What follows belongs to an exercise in optimizing a design on an open flow for small area and a short achievable clock period; a production flow would make more cautious choices.
For this run, only the layout was checked, not whether the RTL still works.
No activity file was given, so power comes from the tool's default toggle rates.

## flow/config.mk

```make
export PLATFORM = sky130hd
export DESIGN_NAME = PE
export DESIGN_NICKNAME = PE
export VERILOG_FILES = /design/flow/design.v
export SDC_FILE = /design/flow/constraint.sdc
export NUM_CORES = 4
export LEC_CHECK = 0
export CAP_MARGIN = 20
export CORE_MARGIN = 2
export CORE_UTILIZATION = 40
export PLACE_DENSITY = 0.6
export SETUP_SLACK_MARGIN = 3.3
export SLEW_MARGIN = 20
export SYNTH_HIERARCHICAL = 1
export SYNTH_MINIMUM_KEEP_SIZE = 0
```

## flow/constraint.sdc

```tcl
create_clock -name core_clock -period 8.0 [get_ports {clk}]
set_input_delay 1.6000 -clock core_clock [delete_from_list [all_inputs] [get_ports {clk}]]
set_output_delay 1.6000 -clock core_clock [all_outputs]
set_load 0.01 [all_outputs]
```

## flow/design.v

```verilog
module PE (
    input  wire               clk,
    input  wire               rst,
    input  wire               en,
    input  wire               mode_residual,
    input  wire signed [15:0] input_data,
    input  wire signed [15:0] weight_data,
    input  wire signed [15:0] residual_data,
    output reg  signed [15:0] output_data,
    output wire               input_sparse,
    output wire               weight_sparse,
    output wire               computation_skipped,
    output reg         [15:0] sparse_count,
    output reg         [15:0] total_count
);
    assign input_sparse  = (input_data[15:4] == 12'h000) |
                           ((input_data[15:4] == 12'hfff) & (input_data[3:0] != 4'h0));
    assign weight_sparse = (weight_data[15:4] == 12'h000) |
                           ((weight_data[15:4] == 12'hfff) & (weight_data[3:0] != 4'h0));
    assign computation_skipped = input_sparse | weight_sparse;
    wire mac = en & ~computation_skipped;
    reg  [15:0] acc_s;
    reg  [15:0] acc_c;
    reg         acc_x;
    wire pp_0_0;    
    nd2 u_pp0_0 (.a(input_data[0]), .b(weight_data[0]), .y(pp_0_0));
    wire pp_0_1;    
    nd2 u_pp0_1 (.a(input_data[0]), .b(weight_data[1]), .y(pp_0_1));
    wire pp_0_2;    
    nd2 u_pp0_2 (.a(input_data[0]), .b(weight_data[2]), .y(pp_0_2));
    wire pp_0_3;    
    nd2 u_pp0_3 (.a(input_data[0]), .b(weight_data[3]), .y(pp_0_3));
    wire pp_0_4;    
    nd2 u_pp0_4 (.a(input_data[0]), .b(weight_data[4]), .y(pp_0_4));
    wire pp_0_5;    
    nd2 u_pp0_5 (.a(input_data[0]), .b(weight_data[5]), .y(pp_0_5));
    wire pp_0_6;    
    nd2 u_pp0_6 (.a(input_data[0]), .b(weight_data[6]), .y(pp_0_6));
    wire pp_0_7;    
    nd2 u_pp0_7 (.a(input_data[0]), .b(weight_data[7]), .y(pp_0_7));
    wire pp_0_8;    
    nd2 u_pp0_8 (.a(input_data[0]), .b(weight_data[8]), .y(pp_0_8));
    wire pp_0_9;    
    nd2 u_pp0_9 (.a(input_data[0]), .b(weight_data[9]), .y(pp_0_9));
    wire pp_0_10;    
    nd2 u_pp0_10 (.a(input_data[0]), .b(weight_data[10]), .y(pp_0_10));
    wire pp_0_11;    
    nd2 u_pp0_11 (.a(input_data[0]), .b(weight_data[11]), .y(pp_0_11));
    wire pp_0_12;    
    nd2 u_pp0_12 (.a(input_data[0]), .b(weight_data[12]), .y(pp_0_12));
    wire pp_0_13;    
    nd2 u_pp0_13 (.a(input_data[0]), .b(weight_data[13]), .y(pp_0_13));
    wire pp_0_14;    
    nd2 u_pp0_14 (.a(input_data[0]), .b(weight_data[14]), .y(pp_0_14));
    wire pp_0_15;    
    nd2 u_pp0_15 (.a(input_data[0]), .b(weight_data[15]), .y(pp_0_15));
    wire pp_1_0;    
    nd2 u_pp1_0 (.a(input_data[1]), .b(weight_data[0]), .y(pp_1_0));
    wire pp_1_1;    
    nd2 u_pp1_1 (.a(input_data[1]), .b(weight_data[1]), .y(pp_1_1));
    wire pp_1_2;    
    nd2 u_pp1_2 (.a(input_data[1]), .b(weight_data[2]), .y(pp_1_2));
    wire pp_1_3;    
    nd2 u_pp1_3 (.a(input_data[1]), .b(weight_data[3]), .y(pp_1_3));
    wire pp_1_4;    
    nd2 u_pp1_4 (.a(input_data[1]), .b(weight_data[4]), .y(pp_1_4));
    wire pp_1_5;    
    nd2 u_pp1_5 (.a(input_data[1]), .b(weight_data[5]), .y(pp_1_5));
    wire pp_1_6;    
    nd2 u_pp1_6 (.a(input_data[1]), .b(weight_data[6]), .y(pp_1_6));
    wire pp_1_7;    
    nd2 u_pp1_7 (.a(input_data[1]), .b(weight_data[7]), .y(pp_1_7));
    wire pp_1_8;    
    nd2 u_pp1_8 (.a(input_data[1]), .b(weight_data[8]), .y(pp_1_8));
    wire pp_1_9;    
    nd2 u_pp1_9 (.a(input_data[1]), .b(weight_data[9]), .y(pp_1_9));
    wire pp_1_10;    
    nd2 u_pp1_10 (.a(input_data[1]), .b(weight_data[10]), .y(pp_1_10));
    wire pp_1_11;    
    nd2 u_pp1_11 (.a(input_data[1]), .b(weight_data[11]), .y(pp_1_11));
    wire pp_1_12;    
    nd2 u_pp1_12 (.a(input_data[1]), .b(weight_data[12]), .y(pp_1_12));
    wire pp_1_13;    
    nd2 u_pp1_13 (.a(input_data[1]), .b(weight_data[13]), .y(pp_1_13));
    wire pp_1_14;    
    nd2 u_pp1_14 (.a(input_data[1]), .b(weight_data[14]), .y(pp_1_14));
    wire pp_2_0;    
    nd2 u_pp2_0 (.a(input_data[2]), .b(weight_data[0]), .y(pp_2_0));
    wire pp_2_1;    
    nd2 u_pp2_1 (.a(input_data[2]), .b(weight_data[1]), .y(pp_2_1));
    wire pp_2_2;    
    nd2 u_pp2_2 (.a(input_data[2]), .b(weight_data[2]), .y(pp_2_2));
    wire pp_2_3;    
    nd2 u_pp2_3 (.a(input_data[2]), .b(weight_data[3]), .y(pp_2_3));
    wire pp_2_4;    
    nd2 u_pp2_4 (.a(input_data[2]), .b(weight_data[4]), .y(pp_2_4));
    wire pp_2_5;    
    nd2 u_pp2_5 (.a(input_data[2]), .b(weight_data[5]), .y(pp_2_5));
    wire pp_2_6;    
    nd2 u_pp2_6 (.a(input_data[2]), .b(weight_data[6]), .y(pp_2_6));
    wire pp_2_7;    
    nd2 u_pp2_7 (.a(input_data[2]), .b(weight_data[7]), .y(pp_2_7));
    wire pp_2_8;    
    nd2 u_pp2_8 (.a(input_data[2]), .b(weight_data[8]), .y(pp_2_8));
    wire pp_2_9;    
    nd2 u_pp2_9 (.a(input_data[2]), .b(weight_data[9]), .y(pp_2_9));
    wire pp_2_10;    
    nd2 u_pp2_10 (.a(input_data[2]), .b(weight_data[10]), .y(pp_2_10));
    wire pp_2_11;    
    nd2 u_pp2_11 (.a(input_data[2]), .b(weight_data[11]), .y(pp_2_11));
    wire pp_2_12;    
    nd2 u_pp2_12 (.a(input_data[2]), .b(weight_data[12]), .y(pp_2_12));
    wire pp_2_13;    
    nd2 u_pp2_13 (.a(input_data[2]), .b(weight_data[13]), .y(pp_2_13));
    wire pp_3_0;    
    nd2 u_pp3_0 (.a(input_data[3]), .b(weight_data[0]), .y(pp_3_0));
    wire pp_3_1;    
    nd2 u_pp3_1 (.a(input_data[3]), .b(weight_data[1]), .y(pp_3_1));
    wire pp_3_2;    
    nd2 u_pp3_2 (.a(input_data[3]), .b(weight_data[2]), .y(pp_3_2));
    wire pp_3_3;    
    nd2 u_pp3_3 (.a(input_data[3]), .b(weight_data[3]), .y(pp_3_3));
    wire pp_3_4;    
    nd2 u_pp3_4 (.a(input_data[3]), .b(weight_data[4]), .y(pp_3_4));
    wire pp_3_5;    
    nd2 u_pp3_5 (.a(input_data[3]), .b(weight_data[5]), .y(pp_3_5));
    wire pp_3_6;    
    nd2 u_pp3_6 (.a(input_data[3]), .b(weight_data[6]), .y(pp_3_6));
    wire pp_3_7;    
    nd2 u_pp3_7 (.a(input_data[3]), .b(weight_data[7]), .y(pp_3_7));
    wire pp_3_8;    
    nd2 u_pp3_8 (.a(input_data[3]), .b(weight_data[8]), .y(pp_3_8));
    wire pp_3_9;    
    nd2 u_pp3_9 (.a(input_data[3]), .b(weight_data[9]), .y(pp_3_9));
    wire pp_3_10;    
    nd2 u_pp3_10 (.a(input_data[3]), .b(weight_data[10]), .y(pp_3_10));
    wire pp_3_11;    
    nd2 u_pp3_11 (.a(input_data[3]), .b(weight_data[11]), .y(pp_3_11));
    wire pp_3_12;    
    nd2 u_pp3_12 (.a(input_data[3]), .b(weight_data[12]), .y(pp_3_12));
    wire pp_4_0;    
    nd2 u_pp4_0 (.a(input_data[4]), .b(weight_data[0]), .y(pp_4_0));
    wire pp_4_1;    
    nd2 u_pp4_1 (.a(input_data[4]), .b(weight_data[1]), .y(pp_4_1));
    wire pp_4_2;    
    nd2 u_pp4_2 (.a(input_data[4]), .b(weight_data[2]), .y(pp_4_2));
    wire pp_4_3;    
    nd2 u_pp4_3 (.a(input_data[4]), .b(weight_data[3]), .y(pp_4_3));
    wire pp_4_4;    
    nd2 u_pp4_4 (.a(input_data[4]), .b(weight_data[4]), .y(pp_4_4));
    wire pp_4_5;    
    nd2 u_pp4_5 (.a(input_data[4]), .b(weight_data[5]), .y(pp_4_5));
    wire pp_4_6;    
    nd2 u_pp4_6 (.a(input_data[4]), .b(weight_data[6]), .y(pp_4_6));
    wire pp_4_7;    
    nd2 u_pp4_7 (.a(input_data[4]), .b(weight_data[7]), .y(pp_4_7));
    wire pp_4_8;    
    nd2 u_pp4_8 (.a(input_data[4]), .b(weight_data[8]), .y(pp_4_8));
    wire pp_4_9;    
    nd2 u_pp4_9 (.a(input_data[4]), .b(weight_data[9]), .y(pp_4_9));
    wire pp_4_10;    
    nd2 u_pp4_10 (.a(input_data[4]), .b(weight_data[10]), .y(pp_4_10));
    wire pp_4_11;    
    nd2 u_pp4_11 (.a(input_data[4]), .b(weight_data[11]), .y(pp_4_11));
    wire pp_5_0;    
    nd2 u_pp5_0 (.a(input_data[5]), .b(weight_data[0]), .y(pp_5_0));
    wire pp_5_1;    
    nd2 u_pp5_1 (.a(input_data[5]), .b(weight_data[1]), .y(pp_5_1));
    wire pp_5_2;    
    nd2 u_pp5_2 (.a(input_data[5]), .b(weight_data[2]), .y(pp_5_2));
    wire pp_5_3;    
    nd2 u_pp5_3 (.a(input_data[5]), .b(weight_data[3]), .y(pp_5_3));
    wire pp_5_4;    
    nd2 u_pp5_4 (.a(input_data[5]), .b(weight_data[4]), .y(pp_5_4));
    wire pp_5_5;    
    nd2 u_pp5_5 (.a(input_data[5]), .b(weight_data[5]), .y(pp_5_5));
    wire pp_5_6;    
    nd2 u_pp5_6 (.a(input_data[5]), .b(weight_data[6]), .y(pp_5_6));
    wire pp_5_7;    
    nd2 u_pp5_7 (.a(input_data[5]), .b(weight_data[7]), .y(pp_5_7));
    wire pp_5_8;    
    nd2 u_pp5_8 (.a(input_data[5]), .b(weight_data[8]), .y(pp_5_8));
    wire pp_5_9;    
    nd2 u_pp5_9 (.a(input_data[5]), .b(weight_data[9]), .y(pp_5_9));
    wire pp_5_10;    
    nd2 u_pp5_10 (.a(input_data[5]), .b(weight_data[10]), .y(pp_5_10));
    wire pp_6_0;    
    nd2 u_pp6_0 (.a(input_data[6]), .b(weight_data[0]), .y(pp_6_0));
    wire pp_6_1;    
    nd2 u_pp6_1 (.a(input_data[6]), .b(weight_data[1]), .y(pp_6_1));
    wire pp_6_2;    
    nd2 u_pp6_2 (.a(input_data[6]), .b(weight_data[2]), .y(pp_6_2));
    wire pp_6_3;    
    nd2 u_pp6_3 (.a(input_data[6]), .b(weight_data[3]), .y(pp_6_3));
    wire pp_6_4;    
    nd2 u_pp6_4 (.a(input_data[6]), .b(weight_data[4]), .y(pp_6_4));
    wire pp_6_5;    
    nd2 u_pp6_5 (.a(input_data[6]), .b(weight_data[5]), .y(pp_6_5));
    wire pp_6_6;    
    nd2 u_pp6_6 (.a(input_data[6]), .b(weight_data[6]), .y(pp_6_6));
    wire pp_6_7;    
    nd2 u_pp6_7 (.a(input_data[6]), .b(weight_data[7]), .y(pp_6_7));
    wire pp_6_8;    
    nd2 u_pp6_8 (.a(input_data[6]), .b(weight_data[8]), .y(pp_6_8));
    wire pp_6_9;    
    nd2 u_pp6_9 (.a(input_data[6]), .b(weight_data[9]), .y(pp_6_9));
    wire pp_7_0;    
    nd2 u_pp7_0 (.a(input_data[7]), .b(weight_data[0]), .y(pp_7_0));
    wire pp_7_1;    
    nd2 u_pp7_1 (.a(input_data[7]), .b(weight_data[1]), .y(pp_7_1));
    wire pp_7_2;    
    nd2 u_pp7_2 (.a(input_data[7]), .b(weight_data[2]), .y(pp_7_2));
    wire pp_7_3;    
    nd2 u_pp7_3 (.a(input_data[7]), .b(weight_data[3]), .y(pp_7_3));
    wire pp_7_4;    
    nd2 u_pp7_4 (.a(input_data[7]), .b(weight_data[4]), .y(pp_7_4));
    wire pp_7_5;    
    nd2 u_pp7_5 (.a(input_data[7]), .b(weight_data[5]), .y(pp_7_5));
    wire pp_7_6;    
    nd2 u_pp7_6 (.a(input_data[7]), .b(weight_data[6]), .y(pp_7_6));
    wire pp_7_7;    
    nd2 u_pp7_7 (.a(input_data[7]), .b(weight_data[7]), .y(pp_7_7));
    wire pp_7_8;    
    nd2 u_pp7_8 (.a(input_data[7]), .b(weight_data[8]), .y(pp_7_8));
    wire pp_8_0;    
    nd2 u_pp8_0 (.a(input_data[8]), .b(weight_data[0]), .y(pp_8_0));
    wire pp_8_1;    
    nd2 u_pp8_1 (.a(input_data[8]), .b(weight_data[1]), .y(pp_8_1));
    wire pp_8_2;    
    nd2 u_pp8_2 (.a(input_data[8]), .b(weight_data[2]), .y(pp_8_2));
    wire pp_8_3;    
    nd2 u_pp8_3 (.a(input_data[8]), .b(weight_data[3]), .y(pp_8_3));
    wire pp_8_4;    
    nd2 u_pp8_4 (.a(input_data[8]), .b(weight_data[4]), .y(pp_8_4));
    wire pp_8_5;    
    nd2 u_pp8_5 (.a(input_data[8]), .b(weight_data[5]), .y(pp_8_5));
    wire pp_8_6;    
    nd2 u_pp8_6 (.a(input_data[8]), .b(weight_data[6]), .y(pp_8_6));
    wire pp_8_7;    
    nd2 u_pp8_7 (.a(input_data[8]), .b(weight_data[7]), .y(pp_8_7));
    wire pp_9_0;    
    nd2 u_pp9_0 (.a(input_data[9]), .b(weight_data[0]), .y(pp_9_0));
    wire pp_9_1;    
    nd2 u_pp9_1 (.a(input_data[9]), .b(weight_data[1]), .y(pp_9_1));
    wire pp_9_2;    
    nd2 u_pp9_2 (.a(input_data[9]), .b(weight_data[2]), .y(pp_9_2));
    wire pp_9_3;    
    nd2 u_pp9_3 (.a(input_data[9]), .b(weight_data[3]), .y(pp_9_3));
    wire pp_9_4;    
    nd2 u_pp9_4 (.a(input_data[9]), .b(weight_data[4]), .y(pp_9_4));
    wire pp_9_5;    
    nd2 u_pp9_5 (.a(input_data[9]), .b(weight_data[5]), .y(pp_9_5));
    wire pp_9_6;    
    nd2 u_pp9_6 (.a(input_data[9]), .b(weight_data[6]), .y(pp_9_6));
    wire pp_10_0;    
    nd2 u_pp10_0 (.a(input_data[10]), .b(weight_data[0]), .y(pp_10_0));
    wire pp_10_1;    
    nd2 u_pp10_1 (.a(input_data[10]), .b(weight_data[1]), .y(pp_10_1));
    wire pp_10_2;    
    nd2 u_pp10_2 (.a(input_data[10]), .b(weight_data[2]), .y(pp_10_2));
    wire pp_10_3;    
    nd2 u_pp10_3 (.a(input_data[10]), .b(weight_data[3]), .y(pp_10_3));
    wire pp_10_4;    
    nd2 u_pp10_4 (.a(input_data[10]), .b(weight_data[4]), .y(pp_10_4));
    wire pp_10_5;    
    nd2 u_pp10_5 (.a(input_data[10]), .b(weight_data[5]), .y(pp_10_5));
    wire pp_11_0;    
    nd2 u_pp11_0 (.a(input_data[11]), .b(weight_data[0]), .y(pp_11_0));
    wire pp_11_1;    
    nd2 u_pp11_1 (.a(input_data[11]), .b(weight_data[1]), .y(pp_11_1));
    wire pp_11_2;    
    nd2 u_pp11_2 (.a(input_data[11]), .b(weight_data[2]), .y(pp_11_2));
    wire pp_11_3;    
    nd2 u_pp11_3 (.a(input_data[11]), .b(weight_data[3]), .y(pp_11_3));
    wire pp_11_4;    
    nd2 u_pp11_4 (.a(input_data[11]), .b(weight_data[4]), .y(pp_11_4));
    wire pp_12_0;    
    nd2 u_pp12_0 (.a(input_data[12]), .b(weight_data[0]), .y(pp_12_0));
    wire pp_12_1;    
    nd2 u_pp12_1 (.a(input_data[12]), .b(weight_data[1]), .y(pp_12_1));
    wire pp_12_2;    
    nd2 u_pp12_2 (.a(input_data[12]), .b(weight_data[2]), .y(pp_12_2));
    wire pp_12_3;    
    nd2 u_pp12_3 (.a(input_data[12]), .b(weight_data[3]), .y(pp_12_3));
    wire pp_13_0;    
    nd2 u_pp13_0 (.a(input_data[13]), .b(weight_data[0]), .y(pp_13_0));
    wire pp_13_1;    
    nd2 u_pp13_1 (.a(input_data[13]), .b(weight_data[1]), .y(pp_13_1));
    wire pp_13_2;    
    nd2 u_pp13_2 (.a(input_data[13]), .b(weight_data[2]), .y(pp_13_2));
    wire pp_14_0;    
    nd2 u_pp14_0 (.a(input_data[14]), .b(weight_data[0]), .y(pp_14_0));
    wire pp_14_1;    
    nd2 u_pp14_1 (.a(input_data[14]), .b(weight_data[1]), .y(pp_14_1));
    wire pp_15_0;    
    nd2 u_pp15_0 (.a(input_data[15]), .b(weight_data[0]), .y(pp_15_0));
    wire hs0, hc0;
    xn2 u_hs0 (.a(acc_cn[11]), .b(acc_sn[11]), .y(hs0));
    or2m u_hc0 (.a(acc_cn[11]), .b(acc_sn[11]), .y(hc0));
    wire fs0, fc0;
    fa u_fa0 (.a(acc_cn[12]), .b(acc_sn[12]), .c(pp_0_12), .s(fs0), .co(fc0));
    wire hs1, hc1;
    xn2 u_hs1 (.a(pp_10_2), .b(pp_11_1), .y(hs1));
    or2m u_hc1 (.a(pp_10_2), .b(pp_11_1), .y(hc1));
    wire fs1, fc1;
    fa u_fa1 (.a(acc_cn[13]), .b(acc_sn[13]), .c(pp_0_13), .s(fs1), .co(fc1));
    wire fs2, fc2;
    fa u_fa2 (.a(pp_10_3), .b(pp_11_2), .c(pp_12_1), .s(fs2), .co(fc2));
    wire hs2, hc2;
    xn2 u_hs2 (.a(pp_13_0), .b(pp_1_12), .y(hs2));
    or2m u_hc2 (.a(pp_13_0), .b(pp_1_12), .y(hc2));
    wire fs3, fc3;
    fa u_fa3 (.a(acc_cn[14]), .b(acc_sn[14]), .c(pp_0_14), .s(fs3), .co(fc3));
    wire fs4, fc4;
    fa u_fa4 (.a(pp_10_4), .b(pp_11_3), .c(pp_12_2), .s(fs4), .co(fc4));
    wire fs5, fc5;
    fa u_fa5 (.a(pp_13_1), .b(pp_14_0), .c(pp_1_13), .s(fs5), .co(fc5));
    wire hs3, hc3;
    xn2 u_hs3 (.a(pp_2_12), .b(pp_3_11), .y(hs3));
    or2m u_hc3 (.a(pp_2_12), .b(pp_3_11), .y(hc3));
    wire hs4, hc4;
    xn2 u_hs4 (.a(acc_cn[6]), .b(acc_sn[6]), .y(hs4));
    or2m u_hc4 (.a(acc_cn[6]), .b(acc_sn[6]), .y(hc4));
    wire fs6, fc6;
    fa u_fa6 (.a(acc_cn[7]), .b(acc_sn[7]), .c(pp_0_7), .s(fs6), .co(fc6));
    wire fs7, fc7;
    fa u_fa7 (.a(acc_cn[8]), .b(acc_sn[8]), .c(pp_0_8), .s(fs7), .co(fc7));
    wire hs5, hc5;
    xn2 u_hs5 (.a(pp_1_7), .b(pp_2_6), .y(hs5));
    or2m u_hc5 (.a(pp_1_7), .b(pp_2_6), .y(hc5));
    wire fs8, fc8;
    fa u_fa8 (.a(acc_cn[9]), .b(acc_sn[9]), .c(pp_0_9), .s(fs8), .co(fc8));
    wire fs9, fc9;
    fa u_fa9 (.a(pp_1_8), .b(pp_2_7), .c(pp_3_6), .s(fs9), .co(fc9));
    wire hs6, hc6;
    xn2 u_hs6 (.a(pp_4_5), .b(pp_5_4), .y(hs6));
    or2m u_hc6 (.a(pp_4_5), .b(pp_5_4), .y(hc6));
    wire fs10, fc10;
    fa u_fa10 (.a(acc_cn[10]), .b(acc_sn[10]), .c(pp_0_10), .s(fs10), .co(fc10));
    wire fs11, fc11;
    fa u_fa11 (.a(pp_10_0), .b(pp_1_9), .c(pp_2_8), .s(fs11), .co(fc11));
    wire fs12, fc12;
    fa u_fa12 (.a(pp_3_7), .b(pp_4_6), .c(pp_5_5), .s(fs12), .co(fc12));
    wire hs7, hc7;
    xn2 u_hs7 (.a(pp_6_4), .b(pp_7_3), .y(hs7));
    or2m u_hc7 (.a(pp_6_4), .b(pp_7_3), .y(hc7));
    wire fs13, fc13;
    fa u_fa13 (.a(hs0), .b(pp_0_11), .c(pp_10_1), .s(fs13), .co(fc13));
    wire fs14, fc14;
    fa u_fa14 (.a(pp_11_0), .b(pp_1_10), .c(pp_2_9), .s(fs14), .co(fc14));
    wire fs15, fc15;
    fa u_fa15 (.a(pp_3_8), .b(pp_4_7), .c(pp_5_6), .s(fs15), .co(fc15));
    wire fs16, fc16;
    fa u_fa16 (.a(pp_6_5), .b(pp_7_4), .c(pp_8_3), .s(fs16), .co(fc16));
    wire fs17, fc17;
    fa u_fa17 (.a(hc0), .b(pp_12_0), .c(pp_1_11), .s(fs17), .co(fc17));
    wire fs18, fc18;
    fa u_fa18 (.a(pp_2_10), .b(pp_3_9), .c(pp_4_8), .s(fs18), .co(fc18));
    wire fs19, fc19;
    fa u_fa19 (.a(pp_5_7), .b(pp_6_6), .c(pp_7_5), .s(fs19), .co(fc19));
    wire fs20, fc20;
    fa u_fa20 (.a(pp_8_4), .b(pp_9_3), .c(hs1), .s(fs20), .co(fc20));
    wire fs21, fc21;
    fa u_fa21 (.a(pp_2_11), .b(pp_3_10), .c(pp_4_9), .s(fs21), .co(fc21));
    wire fs22, fc22;
    fa u_fa22 (.a(pp_5_8), .b(pp_6_7), .c(pp_7_6), .s(fs22), .co(fc22));
    wire fs23, fc23;
    fa u_fa23 (.a(pp_8_5), .b(pp_9_4), .c(hc1), .s(fs23), .co(fc23));
    wire fs24, fc24;
    fa u_fa24 (.a(hs2), .b(fc0), .c(fs1), .s(fs24), .co(fc24));
    wire fs25, fc25;
    fa u_fa25 (.a(pp_4_10), .b(pp_5_9), .c(pp_6_8), .s(fs25), .co(fc25));
    wire fs26, fc26;
    fa u_fa26 (.a(pp_7_7), .b(pp_8_6), .c(pp_9_5), .s(fs26), .co(fc26));
    wire fs27, fc27;
    fa u_fa27 (.a(hc2), .b(hs3), .c(fc1), .s(fs27), .co(fc27));
    wire fs28, fc28;
    fa u_fa28 (.a(fc2), .b(fs3), .c(fs4), .s(fs28), .co(fc28));
    wire hs8, hc8;
    xn2 u_hs8 (.a(acc_sn[5]), .b(pp_0_5), .y(hs8));
    or2m u_hc8 (.a(acc_sn[5]), .b(pp_0_5), .y(hc8));
    wire fs29, fc29;
    fa u_fa29 (.a(acc_xn), .b(hs4), .c(pp_0_6), .s(fs29), .co(fc29));
    wire fs30, fc30;
    fa u_fa30 (.a(pp_1_5), .b(pp_2_4), .c(pp_3_3), .s(fs30), .co(fc30));
    wire fs31, fc31;
    fa u_fa31 (.a(hc4), .b(pp_1_6), .c(pp_2_5), .s(fs31), .co(fc31));
    wire fs32, fc32;
    fa u_fa32 (.a(pp_3_4), .b(pp_4_3), .c(pp_5_2), .s(fs32), .co(fc32));
    wire hs9, hc9;
    xn2 u_hs9 (.a(pp_6_1), .b(pp_7_0), .y(hs9));
    or2m u_hc9 (.a(pp_6_1), .b(pp_7_0), .y(hc9));
    wire fs33, fc33;
    fa u_fa33 (.a(pp_3_5), .b(pp_4_4), .c(pp_5_3), .s(fs33), .co(fc33));
    wire fs34, fc34;
    fa u_fa34 (.a(pp_6_2), .b(pp_7_1), .c(pp_8_0), .s(fs34), .co(fc34));
    wire fs35, fc35;
    fa u_fa35 (.a(hs5), .b(fc6), .c(fs7), .s(fs35), .co(fc35));
    wire fs36, fc36;
    fa u_fa36 (.a(pp_6_3), .b(pp_7_2), .c(pp_8_1), .s(fs36), .co(fc36));
    wire fs37, fc37;
    fa u_fa37 (.a(pp_9_0), .b(hc5), .c(hs6), .s(fs37), .co(fc37));
    wire fs38, fc38;
    fa u_fa38 (.a(fc7), .b(fs8), .c(fs9), .s(fs38), .co(fc38));
    wire fs39, fc39;
    fa u_fa39 (.a(pp_8_2), .b(pp_9_1), .c(hc6), .s(fs39), .co(fc39));
    wire fs40, fc40;
    fa u_fa40 (.a(hs7), .b(fc8), .c(fc9), .s(fs40), .co(fc40));
    wire fs41, fc41;
    fa u_fa41 (.a(fs10), .b(fs11), .c(fs12), .s(fs41), .co(fc41));
    wire fs42, fc42;
    fa u_fa42 (.a(pp_9_2), .b(hc7), .c(fc10), .s(fs42), .co(fc42));
    wire fs43, fc43;
    fa u_fa43 (.a(fc11), .b(fc12), .c(fs13), .s(fs43), .co(fc43));
    wire fs44, fc44;
    fa u_fa44 (.a(fs14), .b(fs15), .c(fs16), .s(fs44), .co(fc44));
    wire fs45, fc45;
    fa u_fa45 (.a(fc13), .b(fc14), .c(fc15), .s(fs45), .co(fc45));
    wire fs46, fc46;
    fa u_fa46 (.a(fc16), .b(fs0), .c(fs17), .s(fs46), .co(fc46));
    wire fs47, fc47;
    fa u_fa47 (.a(fs18), .b(fs19), .c(fs20), .s(fs47), .co(fc47));
    wire fs48, fc48;
    fa u_fa48 (.a(fc17), .b(fc18), .c(fc19), .s(fs48), .co(fc48));
    wire fs49, fc49;
    fa u_fa49 (.a(fs2), .b(fs21), .c(fs22), .s(fs49), .co(fc49));
    wire fs50, fc50;
    fa u_fa50 (.a(fc20), .b(fs23), .c(fs24), .s(fs50), .co(fc50));
    wire fs51, fc51;
    fa u_fa51 (.a(fc21), .b(fc22), .c(fs25), .s(fs51), .co(fc51));
    wire fs52, fc52;
    fa u_fa52 (.a(fs26), .b(fs5), .c(fc23), .s(fs52), .co(fc52));
    wire fs53, fc53;
    fa u_fa53 (.a(fc24), .b(fs27), .c(fs28), .s(fs53), .co(fc53));
    wire hs10, hc10;
    xn2 u_hs10 (.a(acc_sn[3]), .b(pp_0_3), .y(hs10));
    or2m u_hc10 (.a(acc_sn[3]), .b(pp_0_3), .y(hc10));
    wire fs54, fc54;
    fa u_fa54 (.a(acc_sn[4]), .b(pp_0_4), .c(pp_1_3), .s(fs54), .co(fc54));
    wire hs11, hc11;
    xn2 u_hs11 (.a(pp_2_2), .b(pp_3_1), .y(hs11));
    or2m u_hc11 (.a(pp_2_2), .b(pp_3_1), .y(hc11));
    wire fs55, fc55;
    fa u_fa55 (.a(pp_1_4), .b(pp_2_3), .c(pp_3_2), .s(fs55), .co(fc55));
    wire fs56, fc56;
    fa u_fa56 (.a(pp_4_1), .b(pp_5_0), .c(hs8), .s(fs56), .co(fc56));
    wire fs57, fc57;
    fa u_fa57 (.a(pp_4_2), .b(pp_5_1), .c(pp_6_0), .s(fs57), .co(fc57));
    wire fs58, fc58;
    fa u_fa58 (.a(hc8), .b(fs29), .c(fs30), .s(fs58), .co(fc58));
    wire fs59, fc59;
    fa u_fa59 (.a(hs9), .b(fc29), .c(fc30), .s(fs59), .co(fc59));
    wire fs60, fc60;
    fa u_fa60 (.a(fs31), .b(fs32), .c(fs6), .s(fs60), .co(fc60));
    wire fs61, fc61;
    fa u_fa61 (.a(hc9), .b(fc31), .c(fc32), .s(fs61), .co(fc61));
    wire fs62, fc62;
    fa u_fa62 (.a(fs33), .b(fs34), .c(fs35), .s(fs62), .co(fc62));
    wire fs63, fc63;
    fa u_fa63 (.a(fc33), .b(fc34), .c(fs36), .s(fs63), .co(fc63));
    wire fs64, fc64;
    fa u_fa64 (.a(fs37), .b(fc35), .c(fs38), .s(fs64), .co(fc64));
    wire fs65, fc65;
    fa u_fa65 (.a(fc36), .b(fc37), .c(fs39), .s(fs65), .co(fc65));
    wire fs66, fc66;
    fa u_fa66 (.a(fc38), .b(fs40), .c(fs41), .s(fs66), .co(fc66));
    wire fs67, fc67;
    fa u_fa67 (.a(fc39), .b(fc40), .c(fc41), .s(fs67), .co(fc67));
    wire fs68, fc68;
    fa u_fa68 (.a(fs42), .b(fs43), .c(fs44), .s(fs68), .co(fc68));
    wire fs69, fc69;
    fa u_fa69 (.a(fc42), .b(fc43), .c(fc44), .s(fs69), .co(fc69));
    wire fs70, fc70;
    fa u_fa70 (.a(fs45), .b(fs46), .c(fs47), .s(fs70), .co(fc70));
    wire fs71, fc71;
    fa u_fa71 (.a(fc45), .b(fc46), .c(fs48), .s(fs71), .co(fc71));
    wire fs72, fc72;
    fa u_fa72 (.a(fs49), .b(fc47), .c(fs50), .s(fs72), .co(fc72));
    wire fs73, fc73;
    fa u_fa73 (.a(fc48), .b(fc49), .c(fs51), .s(fs73), .co(fc73));
    wire fs74, fc74;
    fa u_fa74 (.a(fs52), .b(fc50), .c(fs53), .s(fs74), .co(fc74));
    wire hs12, hc12;
    xn2 u_hs12 (.a(acc_sn[2]), .b(pp_0_2), .y(hs12));
    or2m u_hc12 (.a(acc_sn[2]), .b(pp_0_2), .y(hc12));
    wire fs75, fc75;
    fa u_fa75 (.a(pp_1_2), .b(pp_2_1), .c(pp_3_0), .s(fs75), .co(fc75));
    wire fs76, fc76;
    fa u_fa76 (.a(pp_4_0), .b(hc10), .c(hs11), .s(fs76), .co(fc76));
    wire fs77, fc77;
    fa u_fa77 (.a(hc11), .b(fc54), .c(fs55), .s(fs77), .co(fc77));
    wire fs78, fc78;
    fa u_fa78 (.a(fc55), .b(fs57), .c(fc56), .s(fs78), .co(fc78));
    wire fs79, fc79;
    fa u_fa79 (.a(fc57), .b(fc58), .c(fs59), .s(fs79), .co(fc79));
    wire fs80, fc80;
    fa u_fa80 (.a(fc59), .b(fc60), .c(fs61), .s(fs80), .co(fc80));
    wire fs81, fc81;
    fa u_fa81 (.a(fc61), .b(fs63), .c(fc62), .s(fs81), .co(fc81));
    wire fs82, fc82;
    fa u_fa82 (.a(fc63), .b(fs65), .c(fc64), .s(fs82), .co(fc82));
    wire fs83, fc83;
    fa u_fa83 (.a(fc65), .b(fc66), .c(fs67), .s(fs83), .co(fc83));
    wire fs84, fc84;
    fa u_fa84 (.a(fc67), .b(fc68), .c(fs69), .s(fs84), .co(fc84));
    wire fs85, fc85;
    fa u_fa85 (.a(fc69), .b(fs71), .c(fc70), .s(fs85), .co(fc85));
    wire fs86, fc86;
    fa u_fa86 (.a(fc71), .b(fs73), .c(fc72), .s(fs86), .co(fc86));
    wire hs13, hc13;
    xn2 u_hs13 (.a(acc_sn[1]), .b(pp_0_1), .y(hs13));
    or2m u_hc13 (.a(acc_sn[1]), .b(pp_0_1), .y(hc13));
    wire fs87, fc87;
    fa u_fa87 (.a(pp_1_1), .b(pp_2_0), .c(hs12), .s(fs87), .co(fc87));
    wire fs88, fc88;
    fa u_fa88 (.a(hc12), .b(hs10), .c(fs75), .s(fs88), .co(fc88));
    wire fs89, fc89;
    fa u_fa89 (.a(fc75), .b(fs54), .c(fs76), .s(fs89), .co(fc89));
    wire fs90, fc90;
    fa u_fa90 (.a(fc76), .b(fs56), .c(fs77), .s(fs90), .co(fc90));
    wire fs91, fc91;
    fa u_fa91 (.a(fc77), .b(fs58), .c(fs78), .s(fs91), .co(fc91));
    wire fs92, fc92;
    fa u_fa92 (.a(fs60), .b(fc78), .c(fs79), .s(fs92), .co(fc92));
    wire fs93, fc93;
    fa u_fa93 (.a(fc79), .b(fs80), .c(fs62), .s(fs93), .co(fc93));
    wire fs94, fc94;
    fa u_fa94 (.a(fc80), .b(fs64), .c(fs81), .s(fs94), .co(fc94));
    wire fs95, fc95;
    fa u_fa95 (.a(fs66), .b(fc81), .c(fs82), .s(fs95), .co(fc95));
    wire fs96, fc96;
    fa u_fa96 (.a(fs68), .b(fc82), .c(fs83), .s(fs96), .co(fc96));
    wire fs97, fc97;
    fa u_fa97 (.a(fs70), .b(fc83), .c(fs84), .s(fs97), .co(fc97));
    wire fs98, fc98;
    fa u_fa98 (.a(fc84), .b(fs72), .c(fs85), .s(fs98), .co(fc98));
    wire fs99, fc99;
    fa u_fa99 (.a(fs74), .b(fc85), .c(fs86), .s(fs99), .co(fc99));
    wire xs0;
    xo2 u_xo0 (.a(acc_sn[15]), .b(pp_0_15), .y(xs0));
    wire xs1;
    xo2 u_xo1 (.a(pp_10_5), .b(pp_11_4), .y(xs1));
    wire xs2;
    xo2 u_xo2 (.a(pp_12_3), .b(pp_13_2), .y(xs2));
    wire xs3;
    xo2 u_xo3 (.a(pp_14_1), .b(pp_15_0), .y(xs3));
    wire xs4;
    xo2 u_xo4 (.a(pp_1_14), .b(pp_2_13), .y(xs4));
    wire xs5;
    xo2 u_xo5 (.a(pp_3_12), .b(pp_4_11), .y(xs5));
    wire xs6;
    xo2 u_xo6 (.a(pp_5_10), .b(pp_6_9), .y(xs6));
    wire xs7;
    xo2 u_xo7 (.a(pp_7_8), .b(pp_8_7), .y(xs7));
    wire xs8;
    xo2 u_xo8 (.a(pp_9_6), .b(xs0), .y(xs8));
    wire xs9;
    xo2 u_xo9 (.a(xs1), .b(xs2), .y(xs9));
    wire xs10;
    xo2 u_xo10 (.a(xs3), .b(xs4), .y(xs10));
    wire xs11;
    xo2 u_xo11 (.a(xs5), .b(xs6), .y(xs11));
    wire xs12;
    xo2 u_xo12 (.a(xs7), .b(hc3), .y(xs12));
    wire xs13;
    xo2 u_xo13 (.a(fc25), .b(fc26), .y(xs13));
    wire xs14;
    xo2 u_xo14 (.a(fc3), .b(fc4), .y(xs14));
    wire xs15;
    xo2 u_xo15 (.a(fc5), .b(xs10), .y(xs15));
    wire xs16;
    xo2 u_xo16 (.a(xs11), .b(xs8), .y(xs16));
    wire xs17;
    xo2 u_xo17 (.a(xs9), .b(xs12), .y(xs17));
    wire xs18;
    xo2 u_xo18 (.a(xs13), .b(xs14), .y(xs18));
    wire xs19;
    xo2 u_xo19 (.a(xs15), .b(xs16), .y(xs19));
    wire xs20;
    xo2 u_xo20 (.a(xs17), .b(fc27), .y(xs20));
    wire xs21;
    xo2 u_xo21 (.a(xs18), .b(xs19), .y(xs21));
    wire xs22;
    xo2 u_xo22 (.a(fc28), .b(fc51), .y(xs22));
    wire xs23;
    xo2 u_xo23 (.a(xs20), .b(xs21), .y(xs23));
    wire xs24;
    xo2 u_xo24 (.a(fc52), .b(xs22), .y(xs24));
    wire xs25;
    xo2 u_xo25 (.a(xs23), .b(xs24), .y(xs25));
    wire xs26;
    xo2 u_xo26 (.a(fc53), .b(fc73), .y(xs26));
    wire xs27;
    xo2 u_xo27 (.a(xs25), .b(xs26), .y(xs27));
    wire xs28;
    xo2 u_xo28 (.a(xs27), .b(fc74), .y(xs28));
    wire xs29;
    xo2 u_xo29 (.a(xs28), .b(fc86), .y(xs29));
    wire xs30;
    xn2 u_xo30 (.a(xs29), .b(fc99), .y(xs30));
    wire hs14, hc14;
    xn2 u_hs14 (.a(acc_sn[0]), .b(pp_0_0), .y(hs14));
    or2m u_hc14 (.a(acc_sn[0]), .b(pp_0_0), .y(hc14));
    wire fs100, fc100;
    fa u_fa100 (.a(pp_1_0), .b(hc14), .c(hs13), .s(fs100), .co(fc100));
    wire fs101, fc101;
    fa u_fa101 (.a(hc13), .b(fc100), .c(fs87), .s(fs101), .co(fc101));
    wire fs102, fc102;
    fa u_fa102 (.a(fc87), .b(fs88), .c(fc101), .s(fs102), .co(fc102));
    wire fs103, fc103;
    fa u_fa103 (.a(fc88), .b(fs89), .c(fc102), .s(fs103), .co(fc103));
    wire fs104, fc104;
    fa u_fa104 (.a(fc89), .b(fs90), .c(fc103), .s(fs104), .co(fc104));
    wire [15:0] row0 = {xs30, fc98, fc97, fc96, fc95, fc94, fc93, fc92, fc91, fc90, fs104, fs103, fs102, fs101, fs100, hs14};
    wire [15:0] row1 = {1'b0, fs99, fs98, fs97, fs96, fs95, fs94, fs93, fs92, fs91, 1'b0, 1'b0, 1'b0, 1'b0, 1'b0, 1'b0};
    wire        rowx = fc104;    
    wire [15:0] res_g = residual_data & {16{mode_residual}};
    wire hs15, hc15;
    ha u_ha15 (.a(acc_c[6]), .b(acc_s[6]), .s(hs15), .co(hc15));
    wire hs16, hc16;
    ha u_ha16 (.a(acc_c[7]), .b(acc_s[7]), .s(hs16), .co(hc16));
    wire hs17, hc17;
    ha u_ha17 (.a(acc_c[8]), .b(acc_s[8]), .s(hs17), .co(hc17));
    wire hs18, hc18;
    ha u_ha18 (.a(acc_c[9]), .b(acc_s[9]), .s(hs18), .co(hc18));
    wire hs19, hc19;
    ha u_ha19 (.a(acc_c[10]), .b(acc_s[10]), .s(hs19), .co(hc19));
    wire hs20, hc20;
    ha u_ha20 (.a(acc_c[11]), .b(acc_s[11]), .s(hs20), .co(hc20));
    wire hs21, hc21;
    ha u_ha21 (.a(acc_c[12]), .b(acc_s[12]), .s(hs21), .co(hc21));
    wire hs22, hc22;
    ha u_ha22 (.a(acc_c[13]), .b(acc_s[13]), .s(hs22), .co(hc22));
    wire hs23, hc23;
    ha u_ha23 (.a(acc_c[14]), .b(acc_s[14]), .s(hs23), .co(hc23));
    wire hs24, hc24;
    ha u_ha24 (.a(acc_x), .b(hs15), .s(hs24), .co(hc24));
    wire fs105, fc105;
    fa u_fa105 (.a(hc15), .b(hs16), .c(res_g[7]), .s(fs105), .co(fc105));
    wire fs106, fc106;
    fa u_fa106 (.a(hc16), .b(hs17), .c(res_g[8]), .s(fs106), .co(fc106));
    wire fs107, fc107;
    fa u_fa107 (.a(hc17), .b(hs18), .c(res_g[9]), .s(fs107), .co(fc107));
    wire fs108, fc108;
    fa u_fa108 (.a(hc18), .b(hs19), .c(res_g[10]), .s(fs108), .co(fc108));
    wire fs109, fc109;
    fa u_fa109 (.a(hc19), .b(hs20), .c(res_g[11]), .s(fs109), .co(fc109));
    wire fs110, fc110;
    fa u_fa110 (.a(hc20), .b(hs21), .c(res_g[12]), .s(fs110), .co(fc110));
    wire fs111, fc111;
    fa u_fa111 (.a(hc21), .b(hs22), .c(res_g[13]), .s(fs111), .co(fc111));
    wire fs112, fc112;
    fa u_fa112 (.a(hc22), .b(hs23), .c(res_g[14]), .s(fs112), .co(fc112));
    wire xs31;
    xo2 u_xo31 (.a(acc_s[15]), .b(hc23), .y(xs31));
    wire xs32;
    xo2 u_xo32 (.a(res_g[15]), .b(xs31), .y(xs32));
    wire xs33;
    xo2 u_xo33 (.a(xs32), .b(fc112), .y(xs33));
    wire [15:0] out0 = {xs33, fc111, fc110, fc109, fc108, fc107, fc106, fc105, hc24, res_g[6], acc_s[5], acc_s[4], acc_s[3], acc_s[2], acc_s[1], acc_s[0]};
    wire [15:0] out1 = {1'b0, fs112, fs111, fs110, fs109, fs108, fs107, fs106, fs105, hs24, res_g[5], res_g[4], res_g[3], res_g[2], res_g[1], res_g[0]};
    wire [15:0] out_nx = out0 + out1;
    wire [15:0] acc_s_d, acc_c_d, out_d;
    wire [15:0] acc_sn = ~acc_s;
    wire [15:0] acc_cn = ~acc_c;
    wire acc_xn = ~acc_x;
    mx2i u_ms0 (.s(mac), .a1(row0[0]), .a0(acc_sn[0]), .y(acc_s_d[0]));
    mx2i u_ms1 (.s(mac), .a1(row0[1]), .a0(acc_sn[1]), .y(acc_s_d[1]));
    mx2i u_ms2 (.s(mac), .a1(row0[2]), .a0(acc_sn[2]), .y(acc_s_d[2]));
    mx2i u_ms3 (.s(mac), .a1(row0[3]), .a0(acc_sn[3]), .y(acc_s_d[3]));
    mx2i u_ms4 (.s(mac), .a1(row0[4]), .a0(acc_sn[4]), .y(acc_s_d[4]));
    mx2i u_ms5 (.s(mac), .a1(row0[5]), .a0(acc_sn[5]), .y(acc_s_d[5]));
    mx2i u_ms6 (.s(mac), .a1(row0[6]), .a0(acc_sn[6]), .y(acc_s_d[6]));
    mx2i u_ms7 (.s(mac), .a1(row0[7]), .a0(acc_sn[7]), .y(acc_s_d[7]));
    mx2i u_ms8 (.s(mac), .a1(row0[8]), .a0(acc_sn[8]), .y(acc_s_d[8]));
    mx2i u_ms9 (.s(mac), .a1(row0[9]), .a0(acc_sn[9]), .y(acc_s_d[9]));
    mx2i u_ms10 (.s(mac), .a1(row0[10]), .a0(acc_sn[10]), .y(acc_s_d[10]));
    mx2i u_ms11 (.s(mac), .a1(row0[11]), .a0(acc_sn[11]), .y(acc_s_d[11]));
    mx2i u_ms12 (.s(mac), .a1(row0[12]), .a0(acc_sn[12]), .y(acc_s_d[12]));
    mx2i u_ms13 (.s(mac), .a1(row0[13]), .a0(acc_sn[13]), .y(acc_s_d[13]));
    mx2i u_ms14 (.s(mac), .a1(row0[14]), .a0(acc_sn[14]), .y(acc_s_d[14]));
    mx2i u_ms15 (.s(mac), .a1(row0[15]), .a0(acc_sn[15]), .y(acc_s_d[15]));
    mx2i u_mc6 (.s(mac), .a1(row1[6]), .a0(acc_cn[6]), .y(acc_c_d[6]));
    mx2i u_mc7 (.s(mac), .a1(row1[7]), .a0(acc_cn[7]), .y(acc_c_d[7]));
    mx2i u_mc8 (.s(mac), .a1(row1[8]), .a0(acc_cn[8]), .y(acc_c_d[8]));
    mx2i u_mc9 (.s(mac), .a1(row1[9]), .a0(acc_cn[9]), .y(acc_c_d[9]));
    mx2i u_mc10 (.s(mac), .a1(row1[10]), .a0(acc_cn[10]), .y(acc_c_d[10]));
    mx2i u_mc11 (.s(mac), .a1(row1[11]), .a0(acc_cn[11]), .y(acc_c_d[11]));
    mx2i u_mc12 (.s(mac), .a1(row1[12]), .a0(acc_cn[12]), .y(acc_c_d[12]));
    mx2i u_mc13 (.s(mac), .a1(row1[13]), .a0(acc_cn[13]), .y(acc_c_d[13]));
    mx2i u_mc14 (.s(mac), .a1(row1[14]), .a0(acc_cn[14]), .y(acc_c_d[14]));
    wire acc_x_d;
    mx2i u_mx (.s(mac), .a1(rowx), .a0(acc_xn), .y(acc_x_d));
    mx2 u_mo0 (.s(en), .a1(out_nx[0]), .a0(output_data[0]), .y(out_d[0]));
    mx2 u_mo1 (.s(en), .a1(out_nx[1]), .a0(output_data[1]), .y(out_d[1]));
    mx2 u_mo2 (.s(en), .a1(out_nx[2]), .a0(output_data[2]), .y(out_d[2]));
    mx2 u_mo3 (.s(en), .a1(out_nx[3]), .a0(output_data[3]), .y(out_d[3]));
    mx2 u_mo4 (.s(en), .a1(out_nx[4]), .a0(output_data[4]), .y(out_d[4]));
    mx2 u_mo5 (.s(en), .a1(out_nx[5]), .a0(output_data[5]), .y(out_d[5]));
    mx2 u_mo6 (.s(en), .a1(out_nx[6]), .a0(output_data[6]), .y(out_d[6]));
    mx2 u_mo7 (.s(en), .a1(out_nx[7]), .a0(output_data[7]), .y(out_d[7]));
    mx2 u_mo8 (.s(en), .a1(out_nx[8]), .a0(output_data[8]), .y(out_d[8]));
    mx2 u_mo9 (.s(en), .a1(out_nx[9]), .a0(output_data[9]), .y(out_d[9]));
    mx2 u_mo10 (.s(en), .a1(out_nx[10]), .a0(output_data[10]), .y(out_d[10]));
    mx2 u_mo11 (.s(en), .a1(out_nx[11]), .a0(output_data[11]), .y(out_d[11]));
    mx2 u_mo12 (.s(en), .a1(out_nx[12]), .a0(output_data[12]), .y(out_d[12]));
    mx2 u_mo13 (.s(en), .a1(out_nx[13]), .a0(output_data[13]), .y(out_d[13]));
    mx2 u_mo14 (.s(en), .a1(out_nx[14]), .a0(output_data[14]), .y(out_d[14]));
    mx2 u_mo15 (.s(en), .a1(out_nx[15]), .a0(output_data[15]), .y(out_d[15]));
    always @(posedge clk or posedge rst) begin
        if (rst) begin
            acc_s <= 16'd0;
            acc_c <= 16'd0;
            acc_x <= 1'b0;
            output_data <= 16'd0;
            sparse_count <= 16'd0;
            total_count <= 16'd0;
        end else begin
            total_count  <= total_count + {15'd0, en};
            sparse_count <= sparse_count + {15'd0, en & computation_skipped};
            acc_s <= acc_s_d;
            acc_c[6] <= acc_c_d[6];
            acc_c[7] <= acc_c_d[7];
            acc_c[8] <= acc_c_d[8];
            acc_c[9] <= acc_c_d[9];
            acc_c[10] <= acc_c_d[10];
            acc_c[11] <= acc_c_d[11];
            acc_c[12] <= acc_c_d[12];
            acc_c[13] <= acc_c_d[13];
            acc_c[14] <= acc_c_d[14];
            acc_x <= acc_x_d;
            output_data <= out_d;
        end
    end
endmodule
module fa (input wire a, input wire b, input wire c, output wire s, output wire co);
    assign s = a ^ b ^ c;
    assign co = (a & b) | (a & c) | (b & c);
endmodule
module ha (input wire a, input wire b, output wire s, output wire co);
    assign s = a ^ b;
    assign co = a & b;
endmodule
module xo2 (input wire a, input wire b, output wire y);
    assign y = a ^ b;
endmodule
module xn2 (input wire a, input wire b, output wire y);
    assign y = ~(a ^ b);
endmodule
module or2m (input wire a, input wire b, output wire y);
    assign y = a | b;
endmodule
module nd2 (input wire a, input wire b, output wire y);
    assign y = ~(a & b);
endmodule
module mx2 (input wire s, input wire a1, input wire a0, output wire y);
    assign y = s ? a1 : a0;
endmodule
module mx2i (input wire s, input wire a1, input wire a0, output wire y);
    assign y = ~(s ? a1 : a0);
endmodule
```

## flow/flow/run.sh

```bash
#!/bin/bash
# Standard ORFS layout with two changes:
#  - port buffers use the smallest buffer cell (buffer_ports' default pick is clkdlybuf4s50_1);
#  - after synthesis every combinational cell starts at drive strength 1 (flow/downsize.tcl),
#    and timing repair sizes up only what the timing needs.
set -euo pipefail
export BUFFER_PORTS_ARGS="-buffer_cell sky130_fd_sc_hd__buf_1"
export POST_SYNTH_TCL="$(pwd)/flow/downsize.tcl"
bash standard.sh finish > standard_flow.log 2>&1
```

## flow/flow/downsize.tcl

```tcl
# Sourced after the synthesized netlist is loaded (POST_SYNTH_TCL): set every
# combinational cell to its smallest (_1) drive strength; the later timing repair
# sizes up the cells that need it. Flip-flops are left as synthesis made them.
set db [ord::get_db]
set n 0
foreach inst [[ord::get_db_block] getInsts] {
  set m [[$inst getMaster] getName]
  if {[regexp {^(sky130_fd_sc_hd__[a-z0-9]+)_([0-9]+)$} $m -> base d]} {
    if {[string match "*__df*" $base] || [string match "*__dl*" $base] || [string match "*__sdf*" $base]} { continue }
    if {$d > 1} {
      set nm [$db findMaster ${base}_1]
      if {$nm ne "NULL" && $nm ne ""} { $inst swapMaster $nm; incr n }
    }
  }
}
puts "downsize.tcl: set $n cells to drive strength 1"
```

## flow/standard.sh

```bash
#!/bin/bash
# synth_recipe.tcl (not shown) runs the flow's synth.tcl, then flattens the netlist and writes it again
# the make line also repeats each setting of config.mk as NAME=value (left out here)
make -C /OpenROAD-flow-scripts/flow DESIGN_CONFIG=/design/flow/config.mk WORK_HOME=/design/flow/orfs CLKGATE_MAP_FILE= SYNTH_SCRIPT=/design/flow/synth_recipe.tcl "${@:-finish}"
```

==> results.txt <==
* Placed cell count at 1013
* Grt total ovfl at 0
* Antenna violations before repair at 0
* Worst flop-to-flop path startpoint: acc_c[13]
* Final Hold Viols at 0
* H-tree depth at 3
* Design Power at 3.55 mW
* Worst setup path category: in -> reg
* Clock Latency Late Sink at roughly 340 ps
* Fill cells at 1733
* Avg WL per Cell at around 16 um
* Capturing point of the worst reg2reg path: acc_s[15]
* Detailed Routing Iterations Pass 1 at 4
* R2r setup slk at around 4500 ps
* Total CTS buffers at 9
* Most frequent cells in the layout: 152 x nand2_1, 111 x fa_1, 90 x buf_1
* Vias at 5250
* Worst EP required at 8210 ps
* Port Buffers at 102
* Setup Viol. Count Final at 0
* Critical Path End Type: flop
* Clk root buf: clkbuf_16
* Slew HR at 0.394
* CP max FO at 7
* Final weighted congestion in routability-driven placement at roughly 0.84
* Die width at about 140 um
* Power Density at roughly 420 nW/um^2
* Detailed Place HPWL at 13100 um
* Hold path startpoint: total_count[15]
* Setup TNS at 0 ps
* Leakage at 3.51 nW
* Die ar. at ~19000 um^2
* Period utilization at 0.575
* Initial core utilization at 0.405
* Final worst slack at ~3400 ps
* Worst setup SP type: input pin
* # nets final at 993
* DRC at 0
* Clock buffer depth at 2
* Row cnt at 49
* Fmax at 0.217 GHz
* First-pass GRT wire length at 28300 um
* Most common cell after layout, fill and taps aside: nand2_1
* CTS Sinks at 74
* Final WL at 16800 um
* Mapped Area at 7250 um^2
* Vias/cell at between 5 and 6
* DRT antenna net count at 0
* Gate Count Post-Synth at 675
* Tot GR Track Use at 0.182
* Total of max-cap violations at 0
* Worst vdd ir at 0.000227 V
* Pin count of the biggest net entering global routing at 75
* Fin. max-slew vios at 0
* Mapped Avg Cell Area at approximately 11 um^2
* Clock-pin slew on the worst setup and hold paths at 60 ps
* Area Growth Syn to Fin at 15.5%
* Tmin final at 4600 ps
* CTS tree: done
* Total number of yosys warnings at 7
* R2r worst-path depth at 9
* Fin util at 0.468
* IO Count at 103
* Fraction of layout instances using a drive strength above 1 at 0.0573
* Core ar. at 17900 um^2
* Vias in the first global route at 5473
* Mapped Nets at 870
* Outcome: finished clean
* Initial DRC count at 279
* Clock Skew at 7.17 ps
* Hold path endpoint: total_count[15]
* Worst-Margin Slew at 909 ps
* Worst EP arrival at 4810 ps
* Unrepaired setup endpoints after global routing: false
* Final Non-Filler Cells at 1032
* Cell count of the worst hold path at 1
* Die Ht at 139 um
* HP Class: reg -> reg
* Pre-CTS setup slack at 2790 ps
* ANT cells at 0
power breakdown:
group / leakage [nW] / switching (mW) / internal, mW / total [mW]
Clock: 0.153 / 0.166 / 0.276 / 0.442
Combinational: 2.43 / 1.30 / 1.20 / 2.49
Sequential: 0.926 / 0.0810 / 0.529 / 0.610
Total: 3.51 / 1.54 / 2.00 / 3.55
area by class of cell:
type	instances	area [um^2]	area share
multi-input cells	564	5280	0.631
repair buffers	114	499	0.0596
clock buffers	9	225	0.0269
well taps	229	287	0.0342
clock inverters	7	101	0.0121
flip-flops and latches	74	1850	0.221
inverters	35	131	0.0157
how the worst max path moves through the flow:
stage | cells past startpoint | start | slack, ps | endpoint
after global placement | 9 | input_data[2] | 2850 | acc_s[15]
final | 11 | input_data[0] | 3400 | acc_s[15]
after global routing | 11 | input_data[0] | 3310 | acc_s[15]
after floorplan | 9 | input_data[0] | 3390 | acc_s[15]
after detailed placement | 9 | input_data[2] | 2790 | acc_s[15]
after CTS | 11 | input_data[0] | 3280 | acc_s[15]
critical path, cell delays in order:
cell and delay (ps):
clkbuf_2 130, buf_8 150, nand2_1 80, fa_1 500
fa_1 430, fa_1 490, fa_2 350, fa_1 470
fa_2 350, xnor2_1 170, mux2i_1 90
flip-flops by register name, summed over array words and instances, names as in the netlist:
register,cells
acc_s,16
output_data,16
sparse_count,16
total_count,16
acc_c,9
acc_x,1
per-layer routing:
metal / wire [um] / share of wire / vias up / global-route usage
met5: 0 / 0 / - / 0
met3: 809 / 0.048 / 20 / 0.0238
li1: - / - / 2472 / -
met4: 270 / 0.016 / 0 / 0.0494
met2: 7520 / 0.45 / 163 / 0.280
met1: 8190 / 0.49 / 2595 / 0.273
per-stage QoR:
stage / instance area [um^2] / hold WS (ps)
after floorplan: 7250 / 508
after global placement: 7980 / 459
after detailed placement: 7980 / 474
after CTS: 8330 / 485
after global routing: 8380 / 497
final: 8380 / 473
timing repair:
action | in CTS | in global routing
setup buffers | 0 | 2
gates resized for setup | 7 | 13
gates cloned | 0 | 1
setup endpoints to repair | 4 | 6
pin swaps | 0 | 1
hold buffers | 0 | 0

## afterwards: timing with drivers on the ports
The flow's constraints put no driver on any port. The routed layout listed below was extracted and timed again, unchanged, in two steps.
Step 1, drivers: a clkbuf_16 drives clk and a buf_2 each remaining input, both assumed.
Step 2 moves the port delays by t, midway between the first and last clock arrival at a register: inputs arrive t later, outputs are due t later. That takes back most of the time a late clock gives input paths.
Slacks: ideal ports / drivers / drivers and shift; pairs: ideal ports / drivers.
t (ns): 0.372
setup WS [ns]: 3.401 / 3.386 / 3.041
hold slack, ns: 0.473 / 0.473 / 0.473
latest minus earliest clock arrival (ns): 0.009 / 0.009
pins driven straight from the clock port: 1
After both steps this run still meets setup and hold. The setup slack of this run moves by -0.015 ns with the drivers and by -0.360 ns with both steps.
